Background: an optimization exercise with open tools, aiming at small area. Do not read the settings as production practice. Function was checked by simulation only, so behaviour that the tests miss may differ from the original. No activity file was given, so power comes from the tool's default toggle rates.

$ cat flow/flow/abc_area.script
strash
dch
amap
topo
$ cat flow/flow/synth.tcl
# The standard flow's synthesis (synth_recipe.tcl in the work folder), with ABC's
# technology mapping script replaced by flow/abc_area.script (area mapping
# without ABC's own buffering and sizing; the layout's repair steps size and
# buffer the netlist afterwards).
proc abc {args} {
  set i [lsearch -exact $args -script]
  if {$i >= 0} {
    set args [lreplace $args $i [expr {$i + 1}] -script $::env(OWN_ABC_SCRIPT)]
  }
  yosys abc {*}$args
}
source $::env(OWN_WORK)/synth_recipe.tcl
$ cat flow/flow/run.sh
#!/bin/bash
# Own layout flow: the standard layout (standard.sh) with these changes:
# - synthesis is the standard flow's (synth_recipe.tcl), but ABC maps with flow/abc_area.script;
# - floorplan does not run repair_timing on the unplaced netlist (wire-load
#   timing of the unbuffered high-fanout nets made it upsize gates needlessly);
# - the port buffers that global placement inserts on every input and output
#   are the smallest buffer cell (buf_1);
# - clock tree synthesis uses clkbuf_16 with up to 24 flip-flops per leaf
#   buffer and inserts no dummy loads.
# make's output goes to standard.log; ORFS keeps each step's log under orfs/logs.
set -euo pipefail
export OWN_WORK=$PWD
export OWN_ABC_SCRIPT=$PWD/flow/abc_area.script
bash standard.sh finish \
  "SYNTH_SCRIPT=$PWD/flow/synth.tcl" \
  REMOVE_ABC_BUFFERS=1 \
  "BUFFER_PORTS_ARGS=-buffer_cell sky130_fd_sc_hd__buf_1" \
  "CTS_ARGS=-sink_clustering_enable -repair_clock_nets -dont_use_dummy_load -buf_list sky130_fd_sc_hd__clkbuf_16 -sink_buffer_max_cap_derate 1.0 -sink_clustering_size 24 -sink_clustering_max_diameter 100" \
  > standard.log 2>&1
$ cat flow/design.v
module mac_unit #(
    parameter DATA_WIDTH = 8,
    parameter ACC_WIDTH = 32
)(
    input wire clk,
    input wire rst_n,
    input wire enable,
    input wire gate,
    input wire clr,
    input wire signed [7:0] a_in,
    input wire signed [7:0] w_in,
    output reg signed [7:0] a_out,
    output reg signed [7:0] w_out,
    output reg signed [31:0] acc_out
);
    wire [31:0] base = acc_out & {32{~clr}};
    wire [31:0] nxt;
    wire one1;
    wire two2;
    wire neg3;
    wire one4;
    wire two5;
    wire neg6;
    wire one7;
    wire two8;
    wire neg9;
    wire one10;
    wire two11;
    wire neg12;
    wire pp13;
    wire pp14;
    wire pp15;
    wire pp16;
    wire pp17;
    wire pp18;
    wire pp19;
    wire pp20;
    wire pp21;
    wire pp22;
    wire pp23;
    wire pp24;
    wire pp25;
    wire pp26;
    wire pp27;
    wire pp28;
    wire pp29;
    wire pp30;
    wire pp31;
    wire pp32;
    wire pp33;
    wire pp34;
    wire pp35;
    wire pp36;
    wire pp37;
    wire pp38;
    wire pp39;
    wire pp40;
    wire pp41;
    wire pp42;
    wire pp43;
    wire pp44;
    wire pp45;
    wire pp46;
    wire pp47;
    wire pp48;
    wire pp49;
    wire pp50;
    wire pp51;
    wire pp52;
    wire pp53;
    wire pp54;
    wire s55;
    wire c56;
    wire s57;
    wire c58;
    wire s59;
    wire c60;
    wire s61;
    wire c62;
    wire s63;
    wire c64;
    wire s65;
    wire c66;
    wire s67;
    wire c68;
    wire s69;
    wire c70;
    wire s71;
    wire c72;
    wire s73;
    wire c74;
    wire s75;
    wire c76;
    wire s77;
    wire c78;
    wire s79;
    wire c80;
    wire s81;
    wire c82;
    wire s83;
    wire c84;
    wire s85;
    wire c86;
    wire s87;
    wire c88;
    wire s89;
    wire c90;
    wire s91;
    wire c92;
    wire s93;
    wire c94;
    wire s95;
    wire c96;
    wire s97;
    wire c98;
    wire s99;
    wire c100;
    wire s101;
    wire c102;
    wire s103;
    wire c104;
    wire s105;
    wire c106;
    wire s107;
    wire c108;
    wire s109;
    wire c110;
    wire s111;
    wire c112;
    wire s113;
    wire c114;
    wire s115;
    wire c116;
    wire s117;
    wire c118;
    wire s119;
    wire c120;
    wire s121;
    wire c122;
    wire s123;
    wire c124;
    wire s125;
    wire s126;
    wire c127;
    wire s128;
    wire c129;
    wire s130;
    wire c131;
    wire s132;
    wire c133;
    wire s134;
    wire c135;
    wire s136;
    wire s137;
    wire c138;
    wire s139;
    wire c140;
    wire s141;
    wire c142;
    wire s143;
    wire up144;
    wire dn145;
    wire s146;
    wire ao147;
    wire az148;
    wire s149;
    wire ao150;
    wire az151;
    wire s152;
    wire ao153;
    wire az154;
    wire s155;
    wire ao156;
    wire az157;
    wire s158;
    wire ao159;
    wire az160;
    wire s161;
    wire ao162;
    wire az163;
    wire s164;
    wire ao165;
    wire az166;
    wire s167;
    wire ao168;
    wire az169;
    wire s170;
    wire ao171;
    wire az172;
    wire s173;
    wire ao174;
    wire az175;
    wire s176;
    wire ao177;
    wire az178;
    wire s179;
    wire ao180;
    wire az181;
    wire s182;
    wire ao183;
    wire az184;
    wire s185;
    wire ao186;
    wire az187;
    wire s188;
    wire ao189;
    wire az190;
    wire s191;
    assign one1 = gate & a_out[0];
    assign two2 = gate & a_out[1] & ~a_out[0];
    assign neg3 = gate & a_out[1];
    assign one4 = gate & (a_out[2] ^ a_out[1]);
    assign two5 = gate & ((a_out[3] & ~a_out[2] & ~a_out[1]) | (~a_out[3] & a_out[2] & a_out[1]));
    assign neg6 = gate & a_out[3];
    assign one7 = gate & (a_out[4] ^ a_out[3]);
    assign two8 = gate & ((a_out[5] & ~a_out[4] & ~a_out[3]) | (~a_out[5] & a_out[4] & a_out[3]));
    assign neg9 = gate & a_out[5];
    assign one10 = gate & (a_out[6] ^ a_out[5]);
    assign two11 = gate & ((a_out[7] & ~a_out[6] & ~a_out[5]) | (~a_out[7] & a_out[6] & a_out[5]));
    assign neg12 = gate & a_out[7];
    assign pp13 = ((one1 & w_out[0])) ^ neg3;
    assign pp14 = neg3;
    assign pp15 = ((one1 & w_out[1]) | (two2 & w_out[0])) ^ neg3;
    assign pp16 = ((one1 & w_out[2]) | (two2 & w_out[1])) ^ neg3;
    assign pp17 = ((one4 & w_out[0])) ^ neg6;
    assign pp18 = neg6;
    assign pp19 = ((one1 & w_out[3]) | (two2 & w_out[2])) ^ neg3;
    assign pp20 = ((one4 & w_out[1]) | (two5 & w_out[0])) ^ neg6;
    assign pp21 = ((one1 & w_out[4]) | (two2 & w_out[3])) ^ neg3;
    assign pp22 = ((one4 & w_out[2]) | (two5 & w_out[1])) ^ neg6;
    assign pp23 = ((one7 & w_out[0])) ^ neg9;
    assign pp24 = neg9;
    assign pp25 = ((one1 & w_out[5]) | (two2 & w_out[4])) ^ neg3;
    assign pp26 = ((one4 & w_out[3]) | (two5 & w_out[2])) ^ neg6;
    assign pp27 = ((one7 & w_out[1]) | (two8 & w_out[0])) ^ neg9;
    assign pp28 = ((one1 & w_out[6]) | (two2 & w_out[5])) ^ neg3;
    assign pp29 = ((one4 & w_out[4]) | (two5 & w_out[3])) ^ neg6;
    assign pp30 = ((one7 & w_out[2]) | (two8 & w_out[1])) ^ neg9;
    assign pp31 = ((one10 & w_out[0])) ^ neg12;
    assign pp32 = neg12;
    assign pp33 = ((one1 & w_out[7]) | (two2 & w_out[6])) ^ neg3;
    assign pp34 = ((one4 & w_out[5]) | (two5 & w_out[4])) ^ neg6;
    assign pp35 = ((one7 & w_out[3]) | (two8 & w_out[2])) ^ neg9;
    assign pp36 = ((one10 & w_out[1]) | (two11 & w_out[0])) ^ neg12;
    assign pp37 = ((one4 & w_out[6]) | (two5 & w_out[5])) ^ neg6;
    assign pp38 = ((one7 & w_out[4]) | (two8 & w_out[3])) ^ neg9;
    assign pp39 = ((one10 & w_out[2]) | (two11 & w_out[1])) ^ neg12;
    assign pp40 = ((one1 & w_out[7]) | (two2 & w_out[7])) ^ neg3;
    assign pp41 = ((one4 & w_out[7]) | (two5 & w_out[6])) ^ neg6;
    assign pp42 = ((one7 & w_out[5]) | (two8 & w_out[4])) ^ neg9;
    assign pp43 = ((one10 & w_out[3]) | (two11 & w_out[2])) ^ neg12;
    assign pp44 = ((one1 & w_out[7]) | (two2 & w_out[7])) ^ neg3;
    assign pp45 = ((one7 & w_out[6]) | (two8 & w_out[5])) ^ neg9;
    assign pp46 = ((one10 & w_out[4]) | (two11 & w_out[3])) ^ neg12;
    assign pp47 = ~(((one4 & w_out[7]) | (two5 & w_out[7])) ^ neg6);
    assign pp48 = ~(((one1 & w_out[7]) | (two2 & w_out[7])) ^ neg3);
    assign pp49 = ((one7 & w_out[7]) | (two8 & w_out[6])) ^ neg9;
    assign pp50 = ((one10 & w_out[5]) | (two11 & w_out[4])) ^ neg12;
    assign pp51 = ((one10 & w_out[6]) | (two11 & w_out[5])) ^ neg12;
    assign pp52 = ~(((one7 & w_out[7]) | (two8 & w_out[7])) ^ neg9);
    assign pp53 = ((one10 & w_out[7]) | (two11 & w_out[6])) ^ neg12;
    assign pp54 = ~(((one10 & w_out[7]) | (two11 & w_out[7])) ^ neg12);
    mac_fa u_s55 (.a(base[0]), .b(pp13), .c(pp14), .s(s55), .co(c56));
    mac_fa u_s57 (.a(base[1]), .b(pp15), .c(c56), .s(s57), .co(c58));
    mac_fa u_s59 (.a(base[2]), .b(pp16), .c(pp17), .s(s59), .co(c60));
    mac_fa u_s61 (.a(pp18), .b(s59), .c(c58), .s(s61), .co(c62));
    mac_fa u_s63 (.a(base[3]), .b(pp19), .c(pp20), .s(s63), .co(c64));
    mac_fa u_s65 (.a(c60), .b(s63), .c(c62), .s(s65), .co(c66));
    mac_fa u_s67 (.a(base[4]), .b(pp21), .c(pp22), .s(s67), .co(c68));
    mac_fa u_s69 (.a(pp23), .b(pp24), .c(c64), .s(s69), .co(c70));
    mac_fa u_s71 (.a(s67), .b(s69), .c(c66), .s(s71), .co(c72));
    mac_fa u_s73 (.a(base[5]), .b(pp25), .c(pp26), .s(s73), .co(c74));
    mac_fa u_s75 (.a(pp27), .b(c68), .c(s73), .s(s75), .co(c76));
    mac_fa u_s77 (.a(c70), .b(s75), .c(c72), .s(s77), .co(c78));
    mac_fa u_s79 (.a(base[6]), .b(pp28), .c(pp29), .s(s79), .co(c80));
    mac_fa u_s81 (.a(pp30), .b(pp31), .c(pp32), .s(s81), .co(c82));
    mac_fa u_s83 (.a(c74), .b(s79), .c(s81), .s(s83), .co(c84));
    mac_fa u_s85 (.a(c76), .b(s83), .c(c78), .s(s85), .co(c86));
    mac_fa u_s87 (.a(base[7]), .b(pp33), .c(pp34), .s(s87), .co(c88));
    mac_fa u_s89 (.a(pp35), .b(pp36), .c(c80), .s(s89), .co(c90));
    mac_fa u_s91 (.a(c82), .b(s87), .c(c84), .s(s91), .co(c92));
    mac_fa u_s93 (.a(s89), .b(s91), .c(c86), .s(s93), .co(c94));
    mac_fa u_s95 (.a(base[8]), .b(pp37), .c(pp38), .s(s95), .co(c96));
    mac_fa u_s97 (.a(pp39), .b(pp40), .c(c88), .s(s97), .co(c98));
    mac_fa u_s99 (.a(s95), .b(c90), .c(s97), .s(s99), .co(c100));
    mac_fa u_s101 (.a(c92), .b(s99), .c(c94), .s(s101), .co(c102));
    mac_fa u_s103 (.a(base[9]), .b(pp41), .c(pp42), .s(s103), .co(c104));
    mac_fa u_s105 (.a(pp43), .b(pp44), .c(c96), .s(s105), .co(c106));
    mac_fa u_s107 (.a(s103), .b(c98), .c(s105), .s(s107), .co(c108));
    mac_fa u_s109 (.a(c100), .b(s107), .c(c102), .s(s109), .co(c110));
    mac_fa u_s111 (.a(base[10]), .b(pp45), .c(pp46), .s(s111), .co(c112));
    mac_fa u_s113 (.a(pp47), .b(pp48), .c(c104), .s(s113), .co(c114));
    mac_fa u_s115 (.a(s111), .b(c106), .c(s113), .s(s115), .co(c116));
    mac_fa u_s117 (.a(c108), .b(s115), .c(c110), .s(s117), .co(c118));
    mac_fa u_s119 (.a(base[11]), .b(pp49), .c(pp50), .s(s119), .co(c120));
    mac_fa u_s121 (.a(c112), .b(s119), .c(c114), .s(s121), .co(c122));
    mac_fa u_s123 (.a(c116), .b(s121), .c(c118), .s(s123), .co(c124));
    assign s125 = ~s123;
    mac_fa u_s126 (.a(base[12]), .b(pp51), .c(pp52), .s(s126), .co(c127));
    mac_fa u_s128 (.a(c120), .b(s126), .c(c122), .s(s128), .co(c129));
    mac_fa u_s130 (.a(s128), .b(c124), .c(s123), .s(s130), .co(c131));
    mac_fa u_s132 (.a(base[13]), .b(pp53), .c(c127), .s(s132), .co(c133));
    mac_fa u_s134 (.a(s132), .b(c129), .c(c131), .s(s134), .co(c135));
    assign s136 = ~s134;
    mac_fa u_s137 (.a(base[14]), .b(pp54), .c(c133), .s(s137), .co(c138));
    mac_fa u_s139 (.a(s137), .b(c135), .c(s134), .s(s139), .co(c140));
    mac_fa u_s141 (.a(base[15]), .b(c138), .c(c140), .s(s141), .co(c142));
    assign s143 = ~s141;
    assign up144 = c142 & s141;
    assign dn145 = ~(c142 | s141);
    assign s146 = base[16] ^ (up144 | dn145);
    assign ao147 = base[16];
    assign az148 = ~base[16];
    mac_tog u_s149 (.x(base[17]), .a(ao147), .z(az148), .up(up144), .dn(dn145), .y(s149));
    assign ao150 = ao147 & base[17];
    assign az151 = az148 & ~base[17];
    mac_tog u_s152 (.x(base[18]), .a(ao150), .z(az151), .up(up144), .dn(dn145), .y(s152));
    assign ao153 = ao150 & base[18];
    assign az154 = az151 & ~base[18];
    mac_tog u_s155 (.x(base[19]), .a(ao153), .z(az154), .up(up144), .dn(dn145), .y(s155));
    assign ao156 = ao153 & base[19];
    assign az157 = az154 & ~base[19];
    mac_tog u_s158 (.x(base[20]), .a(ao156), .z(az157), .up(up144), .dn(dn145), .y(s158));
    assign ao159 = ao156 & base[20];
    assign az160 = az157 & ~base[20];
    mac_tog u_s161 (.x(base[21]), .a(ao159), .z(az160), .up(up144), .dn(dn145), .y(s161));
    assign ao162 = ao159 & base[21];
    assign az163 = az160 & ~base[21];
    mac_tog u_s164 (.x(base[22]), .a(ao162), .z(az163), .up(up144), .dn(dn145), .y(s164));
    assign ao165 = ao162 & base[22];
    assign az166 = az163 & ~base[22];
    mac_tog u_s167 (.x(base[23]), .a(ao165), .z(az166), .up(up144), .dn(dn145), .y(s167));
    assign ao168 = ao165 & base[23];
    assign az169 = az166 & ~base[23];
    mac_tog u_s170 (.x(base[24]), .a(ao168), .z(az169), .up(up144), .dn(dn145), .y(s170));
    assign ao171 = ao168 & base[24];
    assign az172 = az169 & ~base[24];
    mac_tog u_s173 (.x(base[25]), .a(ao171), .z(az172), .up(up144), .dn(dn145), .y(s173));
    assign ao174 = ao171 & base[25];
    assign az175 = az172 & ~base[25];
    mac_tog u_s176 (.x(base[26]), .a(ao174), .z(az175), .up(up144), .dn(dn145), .y(s176));
    assign ao177 = ao174 & base[26];
    assign az178 = az175 & ~base[26];
    mac_tog u_s179 (.x(base[27]), .a(ao177), .z(az178), .up(up144), .dn(dn145), .y(s179));
    assign ao180 = ao177 & base[27];
    assign az181 = az178 & ~base[27];
    mac_tog u_s182 (.x(base[28]), .a(ao180), .z(az181), .up(up144), .dn(dn145), .y(s182));
    assign ao183 = ao180 & base[28];
    assign az184 = az181 & ~base[28];
    mac_tog u_s185 (.x(base[29]), .a(ao183), .z(az184), .up(up144), .dn(dn145), .y(s185));
    assign ao186 = ao183 & base[29];
    assign az187 = az184 & ~base[29];
    mac_tog u_s188 (.x(base[30]), .a(ao186), .z(az187), .up(up144), .dn(dn145), .y(s188));
    assign ao189 = ao186 & base[30];
    assign az190 = az187 & ~base[30];
    mac_tog u_s191 (.x(base[31]), .a(ao189), .z(az190), .up(up144), .dn(dn145), .y(s191));
    assign nxt = {s191, s188, s185, s182, s179, s176, s173, s170, s167, s164, s161, s158, s155, s152, s149, s146, s143, s139, s136, s130, s125, s117, s109, s101, s93, s85, s77, s71, s65, s61, s57, s55};
    always @(posedge clk) begin
        if (enable) begin
            a_out <= a_in;
            w_out <= w_in;
        end
    end
    always @(posedge clk or negedge rst_n) begin
        if (!rst_n)
            acc_out <= 32'd0;
        else
            acc_out <= nxt;
    end
endmodule
module mac_fa (
    input wire a,
    input wire b,
    input wire c,
    output wire s,
    output wire co
);
    assign s = a ^ b ^ c;
    assign co = (a & b) | (c & (a | b));
endmodule
module mac_tog (
    input wire x,
    input wire a,
    input wire z,
    input wire up,
    input wire dn,
    output wire y
);
    assign y = x ^ ((up & a) | (dn & z));
endmodule
module mac_ha (
    input wire a,
    input wire b,
    output wire s,
    output wire co
);
    assign s = a ^ b;
    assign co = a & b;
endmodule
module systolic_array #(
    parameter SIZE = 4,               
    parameter DATA_WIDTH = 8,
    parameter ACC_WIDTH = 32
)(
    input wire clk,
    input wire rst_n,
    input wire enable,
    input wire acc_clear,
    input wire signed [DATA_WIDTH-1:0] a_in_0,
    input wire signed [DATA_WIDTH-1:0] a_in_1,
    input wire signed [DATA_WIDTH-1:0] a_in_2,
    input wire signed [DATA_WIDTH-1:0] a_in_3,
    input wire signed [DATA_WIDTH-1:0] w_in_0,
    input wire signed [DATA_WIDTH-1:0] w_in_1,
    input wire signed [DATA_WIDTH-1:0] w_in_2,
    input wire signed [DATA_WIDTH-1:0] w_in_3,
    output wire signed [ACC_WIDTH-1:0] acc_out_00, acc_out_01, acc_out_02, acc_out_03,
    output wire signed [ACC_WIDTH-1:0] acc_out_10, acc_out_11, acc_out_12, acc_out_13,
    output wire signed [ACC_WIDTH-1:0] acc_out_20, acc_out_21, acc_out_22, acc_out_23,
    output wire signed [ACC_WIDTH-1:0] acc_out_30, acc_out_31, acc_out_32, acc_out_33
);
    wire signed [DATA_WIDTH-1:0] a_wire [0:SIZE-1][0:SIZE];
    wire signed [DATA_WIDTH-1:0] w_wire [0:SIZE][0:SIZE-1];
    wire signed [ACC_WIDTH-1:0] acc_wire [0:SIZE-1][0:SIZE-1];
    assign a_wire[0][0] = a_in_0;
    assign a_wire[1][0] = a_in_1;
    assign a_wire[2][0] = a_in_2;
    assign a_wire[3][0] = a_in_3;
    assign w_wire[0][0] = w_in_0;
    assign w_wire[0][1] = w_in_1;
    assign w_wire[0][2] = w_in_2;
    assign w_wire[0][3] = w_in_3;
    assign acc_out_00 = acc_wire[0][0];
    assign acc_out_01 = acc_wire[0][1];
    assign acc_out_02 = acc_wire[0][2];
    assign acc_out_03 = acc_wire[0][3];
    assign acc_out_10 = acc_wire[1][0];
    assign acc_out_11 = acc_wire[1][1];
    assign acc_out_12 = acc_wire[1][2];
    assign acc_out_13 = acc_wire[1][3];
    assign acc_out_20 = acc_wire[2][0];
    assign acc_out_21 = acc_wire[2][1];
    assign acc_out_22 = acc_wire[2][2];
    assign acc_out_23 = acc_wire[2][3];
    assign acc_out_30 = acc_wire[3][0];
    assign acc_out_31 = acc_wire[3][1];
    assign acc_out_32 = acc_wire[3][2];
    assign acc_out_33 = acc_wire[3][3];
    reg clr_q;
    always @(posedge clk or negedge rst_n) begin
        if (!rst_n)
            clr_q <= 1'b0;
        else if (enable)
            clr_q <= acc_clear;
    end
    wire clr = enable & clr_q;
    reg [SIZE-1:0] loaded;
    always @(posedge clk or negedge rst_n) begin
        if (!rst_n)
            loaded <= {SIZE{1'b0}};
        else if (enable)
            loaded <= {loaded[SIZE-2:0], 1'b1};
    end
    genvar row, col;
    generate
        for (row = 0; row < SIZE; row = row + 1) begin : gen_row
            for (col = 0; col < SIZE; col = col + 1) begin : gen_col
                mac_unit #(
                    .DATA_WIDTH(DATA_WIDTH),
                    .ACC_WIDTH(ACC_WIDTH)
                ) pe (
                    .clk(clk),
                    .rst_n(rst_n),
                    .enable(enable),
                    .gate(enable & loaded[(row > col) ? row : col]),
                    .clr(clr),
                    .a_in(a_wire[row][col]),
                    .w_in(w_wire[row][col]),
                    .a_out(a_wire[row][col+1]),
                    .w_out(w_wire[row+1][col]),
                    .acc_out(acc_wire[row][col])
                );
            end
        end
    endgenerate
endmodule
$ cat flow/constraint.sdc
create_clock -name core_clock -period 12.0 [get_ports {clk}]
set_input_delay 2.4000 -clock core_clock [delete_from_list [all_inputs] [get_ports {clk}]]
set_output_delay 2.4000 -clock core_clock [all_outputs]
set_load 0.01 [all_outputs]
$ cat flow/standard.sh
#!/bin/bash
# synth_recipe.tcl (not shown) runs the flow's synth.tcl, then flattens the netlist and writes it again
# the make line also repeats each setting of config.mk as NAME=value (left out here)
make -C /OpenROAD-flow-scripts/flow DESIGN_CONFIG=/design/flow/config.mk WORK_HOME=/design/flow/orfs CLKGATE_MAP_FILE= SYNTH_SCRIPT=/design/flow/synth_recipe.tcl "${@:-finish}"
$ cat flow/config.mk
export PLATFORM = sky130hd
export DESIGN_NAME = systolic_array
export DESIGN_NICKNAME = systolic_array
export VERILOG_FILES = /design/flow/design.v
export SDC_FILE = /design/flow/constraint.sdc
export NUM_CORES = 8
export LEC_CHECK = 0
export ABC_AREA = 1
export CAP_MARGIN = 20
export CORE_MARGIN = 2
export CORE_UTILIZATION = 60
export SLEW_MARGIN = 20
export SYNTH_HIERARCHICAL = 1
export SYNTH_MINIMUM_KEEP_SIZE = 0
==> results of run 1 <==
cells in the mapped netlist, types with 32 or more instances:
cell,instances,share of area
and3_1,48,0.0054
a21oi_1,496,0.044
nor2b_1,416,0.046
nor2_1,805,0.054
nand3_1,160,0.014
o22ai_1,467,0.052
o32a_1,48,0.0086
fa_1,688,0.25
ha_1,32,0.0071
nand2_1,450,0.030
o21ai_0,465,0.042
edfxtp_1,256,0.14
dfrtp_1,517,0.23
a22oi_1,240,0.032
or2_0,64,0.0071
clkinv_1,598,0.040
cells by family (layout without fill, tap and decap cells):
family          after synthesis  count (layout)  share of synthesized area
compound gates             1716            1716                      0.179
fa+ha+maj                   720             720                      0.253
buf+inv                     598            1300                     0.0400
flops                       773             773                      0.368
other cells                   0               6                          0
simple gates               1975            1975                      0.160
sequential cells by signal, summed over array words and instances (netlist names):
register and cells:
gen_row.gen_col.pe.acc_out 512, gen_row.gen_col.pe.a_out 128, gen_row.gen_col.pe.w_out 128, loaded 4, clr_q 1
worst max path at each step:
stage	start	to	slack, ns
4_1_cts	enable	gen_row[0].gen_col[3].pe.acc_out[29]	0.76
2_1_floorplan	enable	gen_row[0].gen_col[0].pe.acc_out[17]	-17.16
3_3_place_gp	enable	gen_row[1].gen_col[2].pe.acc_out[25]	0.31
5_1_grt	enable	gen_row[0].gen_col[3].pe.acc_out[19]	0.35
6_report	enable	gen_row[0].gen_col[3].pe.acc_out[29]	0.72
3_5_place_dp	enable	gen_row[0].gen_col[3].pe.acc_out[29]	0.04
area by class of cell:
class,count,share of cell area
flip-flops and latches,773,0.335
inverters,598,0.0364
multi-input cells,4411,0.539
well taps,1254,0.0255
clock buffers,42,0.0171
repair buffers,660,0.0467
diodes,6,0.000244
cell usage in the layout (no fill, tap or decap), drive strengths merged:
cell type and n:
a21oi 496, clkbuf 44, diode 6, and3 48, fa 688, nand2 450, o21ai 465, nand3 160
o32a 48, or2 64, nor3 16, nor2 805, nor2b 416, ha 32, a22oi 240, edfxtp 256
buf 658, o22ai 467, and2 16, clkinv 598, dfrtp 517
modules after synthesis, one instance, submodules excluded, excerpt:
module,copies in the design,flops+latches,cells inside,area (um^2)
mac_tog,240,0,3,16.3
systolic_array,1,5,22,198
mac_fa,688,0,1,20.0
power by group through the flow:
stage               Combinational, mW  Sequential [mW]  Clock (mW)
floorplan                        8.78             4.60           0
global placement                 12.4             4.39           0
detailed placement               12.8             4.41           0
CTS                              13.0             4.37        1.54
global route                     14.6             4.45        1.61
finish                           12.8             4.37        1.49
per-stage QoR:
stage	setup WS (ns)	cells	total power [mW]
3_3_place_gp	0.315	7696	16.8
2_1_floorplan	-17.16	5782	13.4
3_5_place_dp	0.0369	7696	17.2
4_1_cts	0.763	7738	18.9
6_report	0.722	7744	18.6
5_1_grt	0.347	7744	20.7
per-layer routing:
layer,GRT usage,up-vias,share of wire
li1,-,21500,-
met1,0.419,21200,0.40
met2,0.512,1376,0.48
met3,0.0498,271,0.063
met4,0.142,0,0.052
met5,0,-,0
worst register-to-register path: cells and delay by family (launching register included):
kind | cells | cell delay, ns
flip-flops | 1 | 0.34
AND/OR/NAND/NOR | 3 | 0.83
AO/OA/AOI/OAI | 4 | 0.75
adder cells (fa/ha/maj) | 16 | 7.00
buffers and inverters | 3 | 0.48
==> metrics.md, run 1 <==
| Metric | Value |
|---|---|
| Worst ir drop on vdd | `0.629 mV` |
| Layout Nets | `7274` |
| Worst Path Arrival | `11.80 ns` |
| Io pins | `580` |
| Post-CTS Hold Buffers | `0` |
| Syn Inst Count | `5782` |
| Multi-input combinational cell area | `33200 um^2` |
| Sequential fraction of the synthesis area | `0.368` |
| CTS resizes | `0` |
| Drt total wl | `149000 um` |
| Slew HR | `0.407` |
| Register area | `20600 um^2` |
| RSZ-0062 raised after global routing | `no` |
| Critical path type | `input pin to flip-flop` |
| Hold depth | `0` |
| Hold_sp | `gen_row[0].gen_col[1].pe.a_out[4]` |
| H-Tree Depth | `2` |
| R2R depth | `26` |
| RR Startpoint | `loaded[3]` |
| Synth Flop Type | `dfrtp_1` |
| Max Slew Vio Count | `0` |
| CTS buffer count | `42` |
| Synth warnings | `8` |
| Sequential Power Share | `0.234` |
| Die area | `95900 um^2` |
| Number of global-route vias before repair | `42900` |
| Residual DRC | `0` |
| Core footprint | `92900 um^2` |
| Switch Pwr | `9.38 mW` |
| Routability cong. | `0.960` |
| Max Buffers Root-to-Sink | `3` |
| Initial Util | `0.603` |
| Hold endpoint | `gen_row[0].gen_col[2].pe.a_out[4]` |
| Layout area overhead | `9.89%` |
| Drt wl/cell | `19.2 um` |
| Clk pwr share | `0.080` |
| Final min period | `11.28 ns` |
| Max Cap Viol | `0` |
| Final-layout fill cell count | `7703` |
| Grt ovf | `0` |
| Hold Worst Slack | `0.465 ns` |
| Largest net degree at the start of global routing | `126` |
| DRT iter0 DRCs | `3862` |
| WP data required | `12.52 ns` |
| CTS root buf | `clkbuf_16` |
| Pre-Repair DR Iteration Count | `6` |
| Setup TNS | `0 ns` |
| Slowest cell on crit path | `fa_1` |
| Hold Vio Cnt, Final | `0` |
| Post-DR vias/cell | `5.73` |
| Post-CTS Setup Bufs | `0` |
| Chip height | `310 um` |
| Buf/Inv on CP | `5` |
| TritonCTS clock tree | `built` |
| DIE WIDTH | `310 um` |
| Final setup skew | `0.0654 ns` |
| P_leak | `24.2 nW` |
| Num Clock Sinks | `773` |
| Outcome | `no timing/DRC/antenna violations` |
| Port bufs | `579` |
| Initial antenna violation count | `6` |
| Cell depth of the worst setup path | `28` |
| Crit Path Max Fanout | `18` |
| Clock transition at path regs | `0.10 ns` |
| Final Cell Area | `61600 um^2` |
| Final worst-path cycle share | `0.940` |
| Distinct cells, synth | `18` |
| R2R Path End | `gen_row[0].gen_col[3].pe.acc_out[29]` |
| Share of cells above drive strength 1 | `0.0199` |
| Mapped cell area | `56100 um^2` |
| GRT Total Usage | `0.314` |
| Vias | `44300` |
| Post-synth EDFFs | `256` |
| Cell Rows | `112` |
| Pwr per Cell Area | `303 nW/um^2` |
| CP endpoint kind | `flip-flop` |
| Async SR Flop Fraction | `0.669` |
| Mapped Avg Cell Area | `9.69 um^2` |
| CP startpoint kind | `input pin` |
| Int Pwr | `9.27 mW` |
| FF+latch count, synth | `773` |
| FMAX | `0.0887 GHz` |
| Global-route wire length before repair | `235000 um` |
| Final Setup Violations | `0` |
| Logic pwr share | `0.686` |
| R2R setup slack | `2.52 ns` |
| Antenna Violating Nets Remaining | `0` |
| Cell mode on critical path | `fa_1` |
| Worst slew pin tran | `0.889 ns` |
| CP delay by family, top | `adder cells` |
| Critical Path Max Stage Delay | `0.57 ns` |
| DP Area | `60500 um^2` |
| Fin util | `0.663` |
| Clock latency (worst-skew pair) | `0.64 ns` |
| DP HPWL | `118000 um` |
| Sw frac | `0.503` |
| Hold WC Path Type | `flip-flop to flip-flop` |
==> run 2: changes to the inputs <==
--- a/flow/config.mk
+++ b/flow/config.mk
@@ -8,7 +8,7 @@
 export ABC_AREA = 1
 export CAP_MARGIN = 20
 export CORE_MARGIN = 2
-export CORE_UTILIZATION = 60
+export CORE_UTILIZATION = 70
 export SLEW_MARGIN = 20
 export SYNTH_HIERARCHICAL = 1
 export SYNTH_MINIMUM_KEEP_SIZE = 0
==> run 2 against run 1 <==
  * Critical path type unchanged
  * Count of clock-buffer cells in the layout fell by 3
  * Global-route usage rose by 4.9 points
  * Still clean
  * Synthesized cell count did not move
  * First-iteration DRC count fell by 1.8%
  * Area after synthesis did not move
  * Worst setup slack got worse by 0.20 ns
  * Non-clock buffer count fell by 16
==> metrics.md, run 2 <==
| Metric | Value |
|---|---|
| Outcome | `no timing/DRC/antenna violations` |
| Number of global-route vias before repair | `44200` |
| CP endpoint kind | `flip-flop` |
| RR Startpoint | `loaded[2]` |
| Crit Path Max Fanout | `36` |
| Final Setup Violations | `0` |
| Global-route wire length before repair | `235000 um` |
| GRT Total Usage | `0.364` |
| Max Buffers Root-to-Sink | `3` |
| Worst setup margin | `0.527 ns` |
| Max reg flops | `512` |
| DIE WIDTH | `287 um` |
| H-Tree Depth | `2` |
| CTS buffer count | `39` |
| Hold endpoint | `gen_row[3].gen_col[1].pe.a_out[2]` |
| Max Cap Viol | `0` |
| Grt ovf | `0` |
| Post-synth EDFFs | `256` |
| Cell depth of the worst setup path | `28` |
| Num Clock Sinks | `773` |
| Pwr per Cell Area | `304 nW/um^2` |
| Antenna Violating Nets Remaining | `0` |
| P_leak | `24.1 nW` |
| Initial Util | `0.708` |
| FF+latch count, synth | `773` |
| Sequential fraction of the synthesis area | `0.368` |
| Biggest regs | `gen_row.gen_col.pe.acc_out: 512 flops, gen_row.gen_col.pe.a_out: 128 flops, gen_row.gen_col.pe.w_out: 128 flops` |
| Post-synth top cells | `805 x nor2_1, 688 x fa_1, 598 x clkinv_1` |
| Mapped cell area | `56100 um^2` |
| Cell mode on critical path | `fa_1` |
| Worst ir drop on vdd | `0.762 mV` |
| Chip height | `287 um` |
| R2R Path End | `gen_row[0].gen_col[2].pe.acc_out[30]` |
| Final-layout fill cell count | `5493` |
| R2R depth | `27` |
| Share of cells above drive strength 1 | `0.0170` |
| Hold WC Path Type | `flip-flop to flip-flop` |
| Hold depth | `0` |
| Synth warnings | `8` |
| Clock transition at path regs | `0.10 ns` |
| Pre-Repair DR Iteration Count | `7` |
| Slowest cell on crit path | `fa_1` |
| Highest-count cells in the layout ignoring fill and taps | `801 x nor2_1, 688 x fa_1, 598 x clkinv_1` |
| Distinct cells, synth | `18` |
| DP Area | `60200 um^2` |
| Share of the synthesized area in the top cell type | `0.246` |
| R2R setup slack | `2.48 ns` |
| WP data required | `12.50 ns` |
| Tot Pwr | `18.6 mW` |
| Core footprint | `79100 um^2` |
| Initial antenna violation count | `8` |
| Final min period | `11.47 ns` |
| Post-DR vias/cell | `6.09` |
| Most frequent cell after synthesis | `nor2_1` |
| CTS resizes | `0` |
| Io pins | `580` |
| Drt wl/cell | `19.7 um` |
| Pre-CTS WS | `-0.127 ns` |
| Slew HR | `0.356` |
| Worst Path Arrival | `11.97 ns` |
| Top post-synthesis cells by area | `fa_1 25%, dfrtp_1 23%, edfxtp_1 14%` |
| Die area | `82400 um^2` |
| Synth Flop Type | `dfrtp_1` |
| FMAX | `0.0872 GHz` |
| Clock latency (worst-skew pair) | `0.62 ns` |
| Hold Vio Cnt, Final | `0` |
| Critical path type | `input pin to flip-flop` |
| Most common cell after layout, fill and taps aside | `nor2_1` |
| CP startpoint kind | `input pin` |
| Mapped Avg Cell Area | `9.69 um^2` |
| Fin util | `0.773` |
| Final setup skew | `0.0466 ns` |
| Port bufs | `579` |
| GR peak layer | `met2` |
| Layout area overhead | `9.12%` |
| Worst slew pin tran | `0.966 ns` |
| GRT met1 Usage | `0.473` |
| Vias | `45800` |
| Syn Inst Count | `5782` |
| Buf/Inv on CP | `4` |
| Post-CTS Hold Buffers | `0` |
| CTS root buf | `clkbuf_16` |
| Max Slew Vio Count | `0` |
| RSZ-0062 raised after global routing | `no` |
| Residual DRC | `0` |
| Final Cell Area | `61200 um^2` |
| CP delay by family, top | `adder cells` |
| Critical Path Max Stage Delay | `0.57 ns` |
| Biggest register | `gen_row.gen_col.pe.acc_out` |
| TritonCTS clock tree | `built` |
| Cell Rows | `103` |
| Final worst-path cycle share | `0.956` |
| Routability cong. | `0.992` |
| Synth area leader | `fa_1` |
| Drt total wl | `148000 um` |
| Met2 usage | `0.574` |
| Async SR Flop Fraction | `0.669` |
| Met3 Use GR | `0.0696` |
| Post-CTS Setup Bufs | `0` |
| DRT iter0 DRCs | `3794` |
| Largest net degree at the start of global routing | `156` |
| DP HPWL | `116000 um` |
| Hold_sp | `gen_row[3].gen_col[0].pe.a_out[2]` |
| Layout Nets | `7255` |
run 2: cell type report:
class                      instances  area [um^2]  share of cell area
timing repair buffer             644         2780              0.0455
clock buffer                      39          976              0.0160
tap                             1050         1310              0.0215
antenna                            5         12.5            0.000205
sequential                       773        20600               0.337
multi-input combinational       4411        33200               0.543
inverter                         598         2240              0.0367
run 2: worst max-delay path by stage:
| stage | startpoint | to | slack (ns) |
|---|---|---|---|
| global placement | enable | gen_row[1].gen_col[2].pe.acc_out[29] | 0.11 |
| global route | enable | gen_row[1].gen_col[2].pe.acc_out[18] | 0.05 |
| detailed placement | enable | gen_row[0].gen_col[2].pe.acc_out[17] | -0.13 |
| floorplan | enable | gen_row[0].gen_col[0].pe.acc_out[17] | -17.16 |
| finish | enable | gen_row[0].gen_col[2].pe.acc_out[30] | 0.53 |
| CTS | enable | gen_row[0].gen_col[2].pe.acc_out[17] | 0.55 |
run 2: stage by stage:
step	cells	hold WS (ns)	TNS (ns)
detailed placement	7476	0.460	-2.93
floorplan	5782	0.442	-7768.88
global route	7520	0.486	0
global placement	7476	0.456	0
CTS	7515	0.481	0
finish	7520	0.481	0
run 2: kinds of logic (layout without fill, tap and decap cells):
group,count (synthesis),after routing,share of synthesized area
DFF,773,773,0.368
AOI/OAI and AO/OA,1716,1716,0.179
other,0,5,0
adders and majority gates,720,720,0.253
buffers and inverters,598,1281,0.0400
and+or+nand+nor,1975,1975,0.160
run 2: power by group:
| part | switching, mW | total (mW) | internal [mW] |
|---|---|---|---|
| Sequential | 0.540 | 4.39 | 3.85 |
| Clock | 0.842 | 1.43 | 0.583 |
| Combinational | 7.99 | 12.8 | 4.79 |
run 2: routing by layer:
| layer | vias to the layer above | part of all wire |
|---|---|---|
| li1 | 21400 | - |
| met1 | 21900 | 0.38 |
| met2 | 2022 | 0.47 |
| met3 | 482 | 0.078 |
| met4 | 4 | 0.073 |
| met5 | - | 0.00020 |
run 2: modules after synthesis (local to each module, per instance), a selection:
module | area [um^2] | cells inside | flops+latches
systolic_array | 198 | 22 | 5
mac_fa | 20.0 | 1 | 0
mac_tog | 16.3 | 3 | 0
==> run 3: changes to the inputs <==
==> flow/flow/run.sh (replaced) <==
#!/bin/bash
# Own layout flow: the standard layout (standard.sh) with these changes:
# - synthesis is the standard flow's (synth_recipe.tcl), but ABC maps with flow/abc_area.script;
# - floorplan does not run repair_timing on the unplaced netlist (wire-load
#   timing of the unbuffered high-fanout nets made it upsize gates needlessly);
# - the port buffers that global placement inserts on every input and output
#   are the smallest buffer cell (buf_1);
# - clock tree synthesis uses clkbuf_16 with up to 28 flip-flops per leaf
#   buffer and inserts no dummy loads.
# make's output goes to standard.log; ORFS keeps each step's log under orfs/logs.
set -euo pipefail
export OWN_WORK=$PWD
export OWN_ABC_SCRIPT=$PWD/flow/abc_area.script
bash standard.sh finish \
  "SYNTH_SCRIPT=$PWD/flow/synth.tcl" \
  REMOVE_ABC_BUFFERS=1 \
  "BUFFER_PORTS_ARGS=-buffer_cell sky130_fd_sc_hd__buf_1" \
  "CTS_ARGS=-sink_clustering_enable -repair_clock_nets -dont_use_dummy_load -buf_list sky130_fd_sc_hd__clkbuf_16 -sink_buffer_max_cap_derate 1.0 -sink_clustering_size 28 -sink_clustering_max_diameter 100" \
  > standard.log 2>&1
==> run 3 against run 2 <==
  * Still clean on timing, DRC and antenna
  * Cell count about the same
  * Sequential power about the same
  * Sequential share of layout area about the same
  * Critical path depth unchanged
  * Area after synthesis unchanged
  * Synthesized cell count unchanged
  * Highest routed layer unchanged
==> metrics.md, run 3 <==
| Metric | Value |
|---|---|
| Drt total wl | `148000 um` |
| Pre-CTS WS | `-0.127 ns` |
| Hold WC Path Type | `flip-flop to flip-flop` |
| Final worst-path cycle share | `0.956` |
| Initial Util | `0.708` |
| Cell mode on critical path | `fa_1` |
| Final min period | `11.48 ns` |
| Final setup skew | `0.0738 ns` |
| Drt wl/cell | `19.7 um` |
| Core footprint | `79100 um^2` |
| Grt ovf | `0` |
| Biggest regs | `gen_row.gen_col.pe.acc_out: 512 flops, gen_row.gen_col.pe.a_out: 128 flops, gen_row.gen_col.pe.w_out: 128 flops` |
| Worst slew pin tran | `0.970 ns` |
| Hold_sp | `gen_row[1].gen_col[1].pe.a_out[6]` |
| Post-synth EDFFs | `256` |
| Post-DR vias/cell | `6.07` |
| Post-CTS Hold Buffers | `0` |
| CP startpoint kind | `input pin` |
| Critical path type | `input pin to flip-flop` |
| Mapped cell area | `56100 um^2` |
| Number of global-route vias before repair | `44200` |
| Slowest cell on crit path | `fa_1` |
| Async SR Flop Fraction | `0.669` |
| Share of cells above drive strength 1 | `0.0166` |
| Post-synth top cells | `805 x nor2_1, 688 x fa_1, 598 x clkinv_1` |
| Share of the synthesized area in the top cell type | `0.246` |
| DIE WIDTH | `287 um` |
| Crit Path Max Fanout | `47` |
| CTS resizes | `0` |
| Clock latency (worst-skew pair) | `0.62 ns` |
| Global-route wire length before repair | `236000 um` |
| Max reg flops | `512` |
| Synth area leader | `fa_1` |
| Pwr per Cell Area | `304 nW/um^2` |
| CP endpoint kind | `flip-flop` |
| Hold endpoint | `gen_row[1].gen_col[2].pe.a_out[6]` |
| Distinct cells, synth | `18` |
| Mapped Avg Cell Area | `9.69 um^2` |
| Antenna Violating Nets Remaining | `0` |
| CTS buffer count | `36` |
| Final Setup Violations | `0` |
| Routability cong. | `0.992` |
| Pre-Repair DR Iteration Count | `9` |
| Die area | `82400 um^2` |
| Critical Path Max Stage Delay | `0.56 ns` |
| Max Buffers Root-to-Sink | `3` |
| R2R depth | `27` |
| Hold depth | `0` |
| Chip height | `287 um` |
| Max Slew Vio Count | `0` |
| Layout area overhead | `8.99%` |
| Io pins | `580` |
| RSZ-0062 raised after global routing | `no` |
| Biggest register | `gen_row.gen_col.pe.acc_out` |
| Slew HR | `0.353` |
| Layout Nets | `7252` |
| Top post-synthesis cells by area | `fa_1 25%, dfrtp_1 23%, edfxtp_1 14%` |
| Max Cap Viol | `0` |
| Port bufs | `579` |
| Num Clock Sinks | `773` |
| TritonCTS clock tree | `built` |
| FF+latch count, synth | `773` |
| R2R Path End | `gen_row[0].gen_col[2].pe.acc_out[21]` |
| Largest net degree at the start of global routing | `156` |
| FMAX | `0.0871 GHz` |
| Hold Worst Slack | `0.462 ns` |
| Sequential fraction of the synthesis area | `0.368` |
| Most frequent cell after synthesis | `nor2_1` |
| Clock transition at path regs | `0.10 ns` |
| GRT Total Usage | `0.364` |
| DP HPWL | `116000 um` |
| Hold Vio Cnt, Final | `0` |
| Worst setup margin | `0.522 ns` |
| Initial antenna violation count | `7` |
| Outcome | `no timing/DRC/antenna violations` |
| Highest-count cells in the layout ignoring fill and taps | `801 x nor2_1, 688 x fa_1, 598 x clkinv_1` |
| H-Tree Depth | `2` |
| Synth warnings | `8` |
| DRT iter0 DRCs | `3906` |
| Synth Flop Type | `dfrtp_1` |
| P_leak | `24.0 nW` |
| Worst Path Arrival | `11.99 ns` |
| CTS root buf | `clkbuf_16` |
| Most common cell after layout, fill and taps aside | `nor2_1` |
| Residual DRC | `0` |
| Worst ir drop on vdd | `0.767 mV` |
| RR Startpoint | `loaded[2]` |
| R2R setup slack | `2.47 ns` |
| Cell Rows | `103` |
| WP data required | `12.52 ns` |
| Post-CTS Setup Bufs | `0` |
| Syn Inst Count | `5782` |
| Vias | `45600` |
==> run 3: cell types whose count changed in the layout (fill, tap and decap cells not counted), sizes merged <==
| cell | previous run | this run |
|---|---|---|
| clkbuf | 41 | 38 |
| diode | 5 | 6 |
==> run 3: per-stage QoR <==
| step | instances | utilization | setup TNS [ns] | cell area, um^2 | power, mW |
|---|---|---|---|---|---|
| 2_1_floorplan | 5782 | - | -7768.88 | 56100 | 13.4 |
| 3_5_place_dp | 7476 | 0.760 | -2.93 | 60200 | 17.2 |
| 4_1_cts | 7512 | 0.772 | 0 | 61100 | 18.7 |
| 3_3_place_gp | 7476 | 0.760 | 0 | 60200 | 16.5 |
| 6_report | 7518 | 0.772 | 0 | 61100 | 18.5 |
| 5_1_grt | 7518 | 0.772 | 0 | 61100 | 20.5 |
==> run 3: kinds of logic (layout without fill, tap and decap cells) <==
kind of cell               Yosys count  count (layout)  synth area share
adders and majority gates          720             720             0.253
and+or+nand+nor                   1975            1975             0.160
buffers and inverters              598            1278            0.0400
other                                0               6                 0
AOI/OAI and AO/OA                 1716            1716             0.179
DFF                                773             773             0.368
==> run 3: how the worst max path moves through the flow <==
stage	from	endpoint	slack (ns)	cells after the start
global placement	enable	gen_row[1].gen_col[2].pe.acc_out[29]	0.11	28
global route	enable	gen_row[1].gen_col[2].pe.acc_out[18]	0.04	28
CTS	enable	gen_row[0].gen_col[2].pe.acc_out[21]	0.53	28
detailed placement	enable	gen_row[0].gen_col[2].pe.acc_out[17]	-0.13	28
floorplan	enable	gen_row[0].gen_col[0].pe.acc_out[17]	-17.16	24
finish	enable	gen_row[0].gen_col[3].pe.acc_out[21]	0.52	28
==> run 3: per-layer routing <==
metal,GRT usage,up-vias,wire [um]
li1,-,21400,-
met3,0.0708,430,11700
met4,0.210,2,10200
met1,0.472,21800,55600
met2,0.581,1908,70500
met5,0,-,16
==> run 3: per-module statistics from Yosys, one instance, submodules excluded, excerpt <==
module	area, um^2	flip-flops and latches	times used	cells
mac_tog	16.3	0	240	3
mac_fa	20.0	0	688	1
systolic_array	198	5	1	22
==> run 3: power breakdown <==
part	leakage (nW)	total (mW)	internal (mW)	switching [mW]
clock network	0.444	1.37	0.542	0.833
logic	14.7	12.8	4.80	7.99
registers	8.94	4.39	3.84	0.542
==> run 3: cell type report <==
type,count,area (um^2)
multi-input cells,4411,33200
diodes,6,15.0
clock buffers,36,901
flip-flops and latches,773,20600
inverters,598,2240
repair buffers,644,2780
fillers,5482,18000
well taps,1050,1310
==> run 3: critical path: cells and delay by family <==
family          cells  cell delay, ns
compound gates      4            0.70
fa+ha+maj          16            6.97
buf+inv             4            0.84
simple gates        4            1.02

[afterwards: timing with drivers on the ports]
How much do the figures lean on ideal ports? The routed layouts below were timed once more, with nothing changed but the port constraints. Step 1 (the two cells are an assumption about what drives the block):
set clk [get_ports {clk}]
set_driving_cell -lib_cell sky130_fd_sc_hd__clkbuf_16 $clk
set_driving_cell -lib_cell sky130_fd_sc_hd__buf_2 [delete_from_list [all_inputs] $clk]
Step 2 also shifts input and output timing later by t, the mid clock arrival at the registers, as if the neighbouring blocks saw the same clock. a / b / c = ideal ports / drivers / drivers and shift; a / b = the first two.
run	t (ns)	setup slack, ns	hold WS [ns]
run 1	0.682	0.722 / 0.765 / 0.083	0.465 / 0.465 / 0.465
run 2	0.668	0.527 / 0.573 / -0.096	0.481 / 0.481 / 0.481
run 3	0.659	0.522 / 0.567 / -0.092	0.462 / 0.462 / 0.462
With both steps, setup timing fails in run 2 and run 3, where it was met with ideal ports. For run 1, which loses most, drivers alone change the setup slack by +0.043 ns; drivers and shift together by -0.639 ns.
